Background: an optimization exercise with open tools, aiming at a short achievable clock period and few clock cycles. Do not read the settings as production practice.
Where RTL was checked, it was by simulation tests only, not by an equivalence proof against the original.

Setup of red:
==> flow/design.v <==
module proj1(Clk, Rst, MemQ_IO, MemRW_IO, MemAddr_IO, MemD_IO);
input Clk;
input Rst;
input [15:0] MemQ_IO;
output MemRW_IO;
output [7:0] MemAddr_IO;
output [15:0] MemD_IO;
localparam CACHE = 0;    
localparam NE = 8;       
reg [7:0]  pc;         
reg [7:0]  addr;       
reg        we;         
reg        opc;        
reg [15:0] acc;
reg [15:0] mdr;        
reg m_add, m_or, m_ld, m_mul;
reg x_add, x_or, x_ld, x_mul, x_neg;
reg x_m;               
reg [11:0] pp_lo, pp_hi;   
reg [8*NE-1:0]  c_tag;
reg [16*NE-1:0] c_dat;
reg [NE-1:0] c_val;
reg [NE-1:0] c_sel;    
reg        c_hit;
reg [NE-1:0] c_sel_st;  
reg [NE-1:0] c_ptr;    
assign MemAddr_IO = addr;
assign MemRW_IO = we;
assign MemD_IO = acc;
integer k;
reg [15:0] opnd;
always @(*) begin
	opnd = {16{x_m}} & mdr;
	for (k = 0; k < NE; k = k + 1)
		opnd = opnd | ({16{c_sel[k]}} & c_dat[16*k +: 16]);
end
wire [15:0] prod = {pp_lo[11:4] + pp_hi, pp_lo[3:0]};
wire [15:0] sum = acc + opnd;
wire idle = ~(x_add | x_or | x_ld | x_mul | x_neg);
wire [15:0] acc_nx = ({16{x_add}} & sum) | ({16{x_or}} & (acc | opnd)) | ({16{x_ld}} & opnd) |
                     ({16{x_mul}} & prod) | ({16{x_neg}} & ~acc) | ({16{idle}} & acc);
wire [15:0] cz = {acc[14:0] | opnd[14:0], 1'b0};
wire add_z = ((acc ^ opnd) == cz);
wire z = (idle & (acc == 16'd0)) | (x_neg & (acc == 16'hFFFF)) | (x_ld & (opnd == 16'd0)) |
         (x_or & ((acc | opnd) == 16'd0)) | (x_mul & ((pp_lo == 12'd0) & (pp_hi == 12'd0))) |
         (x_add & add_z);
reg [11:0] mt [0:15];
reg [15:0] nlo, nhi;
reg [11:0] plo, phi;
always @(*) begin
	for (k = 0; k < 16; k = k + 1) begin
		mt[k] = acc[7:0] * k;
		nlo[k] = (MemQ_IO[3:0] == k);
		nhi[k] = (MemQ_IO[7:4] == k);
	end
	plo = 12'd0;
	phi = 12'd0;
	for (k = 1; k < 16; k = k + 1) begin
		plo = plo | ({12{nlo[k]}} & mt[k]);
		phi = phi | ({12{nhi[k]}} & mt[k]);
	end
end
wire [7:0] op = MemQ_IO[7:0];
wire [7:0] a  = MemQ_IO[15:8];
wire hi0    = (op[7:4] == 4'd0);
wire d_add  = hi0 & (op[3:0] == 4'd1);
wire d_or   = hi0 & (op[3:0] == 4'd2);
wire d_jmp  = hi0 & (op[3:0] == 4'd3);
wire d_jz   = hi0 & (op[3:0] == 4'd4);
wire d_ld   = hi0 & (op[3:0] == 4'd5);
wire d_st   = hi0 & (op[3:0] == 4'd6);
wire d_mul  = hi0 & (op[3:0] == 4'd9);
wire d_neg  = hi0 & (op[3:0] == 4'd10);
wire [7:0] pc1 = pc + 8'd1;
wire fetch  = ~opc & ~we;
reg [NE-1:0] hitv;
always @(*)
	for (k = 0; k < NE; k = k + 1)
		hitv[k] = (CACHE != 0) & c_val[k] & (c_tag[8*k +: 8] == a);
wire hit = |hitv;
wire d_hit  = (d_add | d_or | d_ld) & hit;
wire d_miss = ((d_add | d_or | d_ld) & ~hit) | d_mul;
wire take   = d_jmp | (d_jz & z);
wire sel_a  = d_miss | d_st | take;
always @(posedge Clk) begin
	mdr <= MemQ_IO;
	pp_lo <= plo;
	pp_hi <= phi;
	m_add <= d_add;
	m_or  <= d_or;
	m_ld  <= d_ld;
	m_mul <= d_mul;
	c_sel <= (fetch & d_hit) ? hitv : {NE{1'b0}};
	c_hit <= hit;
	for (k = 0; k < NE; k = k + 1) begin
		if (opc & ~c_hit & c_ptr[k]) begin
			c_tag[8*k +: 8] <= addr;
			c_dat[16*k +: 16] <= MemQ_IO;
		end
		if (we & (c_hit ? c_sel_st[k] : c_ptr[k])) begin
			c_tag[8*k +: 8] <= addr;
			c_dat[16*k +: 16] <= acc;
		end
	end
	c_sel_st <= hitv;
	if (Rst) begin
		pc <= 8'd0;
		addr <= 8'd0;
		we <= 1'b0;
		opc <= 1'b0;
		acc <= 16'd0;
		{x_add, x_or, x_ld, x_mul, x_neg} <= 5'd0;
		x_m <= 1'b0;
		c_val <= {NE{1'b0}};
		c_ptr <= {{(NE-1){1'b0}}, 1'b1};
	end else begin
		acc <= acc_nx;
		if ((opc | we) & ~c_hit) begin
			c_val <= c_val | c_ptr;
			c_ptr <= {c_ptr[NE-2:0], c_ptr[NE-1]};
		end
		if (fetch) begin
			pc <= take ? a : pc1;
			addr <= sel_a ? a : pc1;
			opc <= d_miss;
			we <= d_st;
			{x_add, x_or, x_ld, x_mul, x_neg} <= {d_add & hit, d_or & hit, d_ld & hit, 1'b0, d_neg};
			x_m <= 1'b0;
		end else begin
			addr <= pc;
			opc <= 1'b0;
			we <= 1'b0;
			{x_add, x_or, x_ld, x_mul, x_neg} <= opc ? {m_add, m_or, m_ld, m_mul, 1'b0} : 5'd0;
			x_m <= opc;
		end
	end
end
endmodule
clock: 7.0 ns
lec_check: 0
abc_clock_period_in_ps: 2500
cap_margin: 20
core_margin: 2
core_utilization: 40
setup_slack_margin: 4.6
slew_margin: 20
tns_end_percent: 100
run.sh (not shown) runs the stock make flow with config.mk's settings and CLKGATE_MAP_FILE= SYNTH_SCRIPT=/design/flow/synth_recipe.tcl, a recipe that flattens the netlist after the stock synthesis.
[inputs] blue vs red
--- a/flow/design.v
+++ b/flow/design.v
@@ -2,14 +2,15 @@
 input Clk;
 input Rst;
 input [15:0] MemQ_IO;
 output MemRW_IO;
 output [7:0] MemAddr_IO;
 output [15:0] MemD_IO;
-localparam CACHE = 0;    
+localparam CACHE = 1;    
 localparam NE = 8;       
+localparam NI = 16;      
 reg [7:0]  pc;         
 reg [7:0]  addr;       
 reg        we;         
 reg        opc;        
 reg [15:0] acc;
 reg [15:0] mdr;        
@@ -21,12 +22,18 @@
 reg [16*NE-1:0] c_dat;
 reg [NE-1:0] c_val;
 reg [NE-1:0] c_sel;    
 reg        c_hit;
 reg [NE-1:0] c_sel_st;  
 reg [NE-1:0] c_ptr;    
+reg [8*NI-1:0]  i_tag;
+reg [16*NI-1:0] i_dat;
+reg [NI-1:0] i_val;
+reg [NI-1:0] i_ptr;    
+reg [15:0] iword;      
+reg        fi;         
 assign MemAddr_IO = addr;
 assign MemRW_IO = we;
 assign MemD_IO = acc;
 integer k;
 reg [15:0] opnd;
 always @(*) begin
@@ -57,29 +64,42 @@
 	phi = 12'd0;
 	for (k = 1; k < 16; k = k + 1) begin
 		plo = plo | ({12{nlo[k]}} & mt[k]);
 		phi = phi | ({12{nhi[k]}} & mt[k]);
 	end
 end
-wire [7:0] op = MemQ_IO[7:0];
-wire [7:0] a  = MemQ_IO[15:8];
+wire [7:0] pc1 = pc + 8'd1;
+reg [NI-1:0] ih1, ih0, isn;
+reg [15:0] iw1;
+always @(*) begin
+	iw1 = 16'd0;
+	for (k = 0; k < NI; k = k + 1) begin
+		ih1[k] = i_val[k] & (i_tag[8*k +: 8] == pc1);    
+		ih0[k] = i_val[k] & (i_tag[8*k +: 8] == pc);     
+		isn[k] = i_val[k] & (i_tag[8*k +: 8] == addr);   
+		iw1 = iw1 | ({16{ih1[k]}} & i_dat[16*k +: 16]);
+	end
+end
+wire ifill = ~opc & ~we & ~(|ih0);    
+wire [15:0] instr = fi ? iword : MemQ_IO;
+wire [7:0] op = instr[7:0];
+wire [7:0] a  = instr[15:8];
 wire hi0    = (op[7:4] == 4'd0);
 wire d_add  = hi0 & (op[3:0] == 4'd1);
 wire d_or   = hi0 & (op[3:0] == 4'd2);
 wire d_jmp  = hi0 & (op[3:0] == 4'd3);
 wire d_jz   = hi0 & (op[3:0] == 4'd4);
 wire d_ld   = hi0 & (op[3:0] == 4'd5);
 wire d_st   = hi0 & (op[3:0] == 4'd6);
 wire d_mul  = hi0 & (op[3:0] == 4'd9);
 wire d_neg  = hi0 & (op[3:0] == 4'd10);
-wire [7:0] pc1 = pc + 8'd1;
-wire fetch  = ~opc & ~we;
+wire fetch  = ~opc & (~we | fi);
 reg [NE-1:0] hitv;
 always @(*)
 	for (k = 0; k < NE; k = k + 1)
-		hitv[k] = (CACHE != 0) & c_val[k] & (c_tag[8*k +: 8] == a);
+		hitv[k] = (CACHE != 0) & c_val[k] & (c_tag[8*k +: 8] == a) & ~(we & ~c_hit & c_ptr[k]);
 wire hit = |hitv;
 wire d_hit  = (d_add | d_or | d_ld) & hit;
 wire d_miss = ((d_add | d_or | d_ld) & ~hit) | d_mul;
 wire take   = d_jmp | (d_jz & z);
 wire sel_a  = d_miss | d_st | take;
 always @(posedge Clk) begin
@@ -100,39 +120,55 @@
 		if (we & (c_hit ? c_sel_st[k] : c_ptr[k])) begin
 			c_tag[8*k +: 8] <= addr;
 			c_dat[16*k +: 16] <= acc;
 		end
 	end
 	c_sel_st <= hitv;
+	iword <= iw1;
+	for (k = 0; k < NI; k = k + 1)
+		if (ifill & i_ptr[k]) begin
+			i_tag[8*k +: 8] <= pc;
+			i_dat[16*k +: 16] <= MemQ_IO;
+		end
 	if (Rst) begin
+		i_val <= {NI{1'b0}};
+		i_ptr <= {{(NI-1){1'b0}}, 1'b1};
+		fi <= 1'b0;
 		pc <= 8'd0;
 		addr <= 8'd0;
 		we <= 1'b0;
 		opc <= 1'b0;
 		acc <= 16'd0;
 		{x_add, x_or, x_ld, x_mul, x_neg} <= 5'd0;
 		x_m <= 1'b0;
 		c_val <= {NE{1'b0}};
 		c_ptr <= {{(NE-1){1'b0}}, 1'b1};
 	end else begin
 		acc <= acc_nx;
+		if (ifill) begin
+			i_val <= i_val | i_ptr;
+			i_ptr <= {i_ptr[NI-2:0], i_ptr[NI-1]};
+		end else if (we)
+			i_val <= i_val & ~isn;
 		if ((opc | we) & ~c_hit) begin
 			c_val <= c_val | c_ptr;
 			c_ptr <= {c_ptr[NE-2:0], c_ptr[NE-1]};
 		end
 		if (fetch) begin
 			pc <= take ? a : pc1;
 			addr <= sel_a ? a : pc1;
 			opc <= d_miss;
 			we <= d_st;
+			fi <= d_st & (|ih1);
 			{x_add, x_or, x_ld, x_mul, x_neg} <= {d_add & hit, d_or & hit, d_ld & hit, 1'b0, d_neg};
 			x_m <= 1'b0;
 		end else begin
 			addr <= pc;
 			opc <= 1'b0;
 			we <= 1'b0;
+			fi <= 1'b0;
 			{x_add, x_or, x_ld, x_mul, x_neg} <= opc ? {m_add, m_or, m_ld, m_mul, 1'b0} : 5'd0;
 			x_m <= opc;
 		end
 	end
 end
 endmodule
Findings:
Every stage of the flow completed for red, and the final layout passed the timing, DRC and antenna checks. blue reached the end of the flow, and the finished layout is clean on the timing, DRC and antenna checks. From red to blue the numbers moved as follows: non-clock buffering overhead in the final layout fell by 2.2 points, core utilization moved down. Final instance count without filler cells (blue vs. red) increases by more than 100%. The global-route wire length before repair of blue was inferior to that of red. Per the comparison of blue with red, vertical extent of the die climbed 160 um; sequential share of cell area rose by 27 points; synthesis-to-finish area growth went down. Adder-cell share of the synthesized area: higher on red. Delta (blue minus red): routed length on met3 increased by 230% relative to the old numbers, floorplan core area increased by 0.073 mm^2 relative to the old numbers.
Testbench counts of blue, summed over its fixed seeds: cycles 11,485.
The RTL of red was laid out without a check of its function.

separate check: timing with driven ports:
The flow's constraints put no driver on any port. The routed layouts listed below were extracted and timed again, unchanged, in two steps.
Step 1, drivers: a clkbuf_16 drives Clk and a buf_2 each remaining input, both assumed.
Step 2 times the ports against the registers' clock, not the clock port: input delays grow and output delays shrink by t, the midpoint of the rising clock arrivals with the driver on.
Slacks: ideal ports / drivers / drivers and shift; pairs: ideal ports / drivers.
run	shift t [ns]	setup WS [ns]	slew at the worst register clock pin (ns)
red	0.403	3.144 / 3.144 / 3.144	0.08 / 0.08
blue	0.691	3.313 / 3.313 / 3.043	0.07 / 0.07
After both steps every run listed still meets setup and hold. For blue, which loses most, drivers alone change the setup slack by 0.000 ns; drivers and shift together by -0.270 ns.
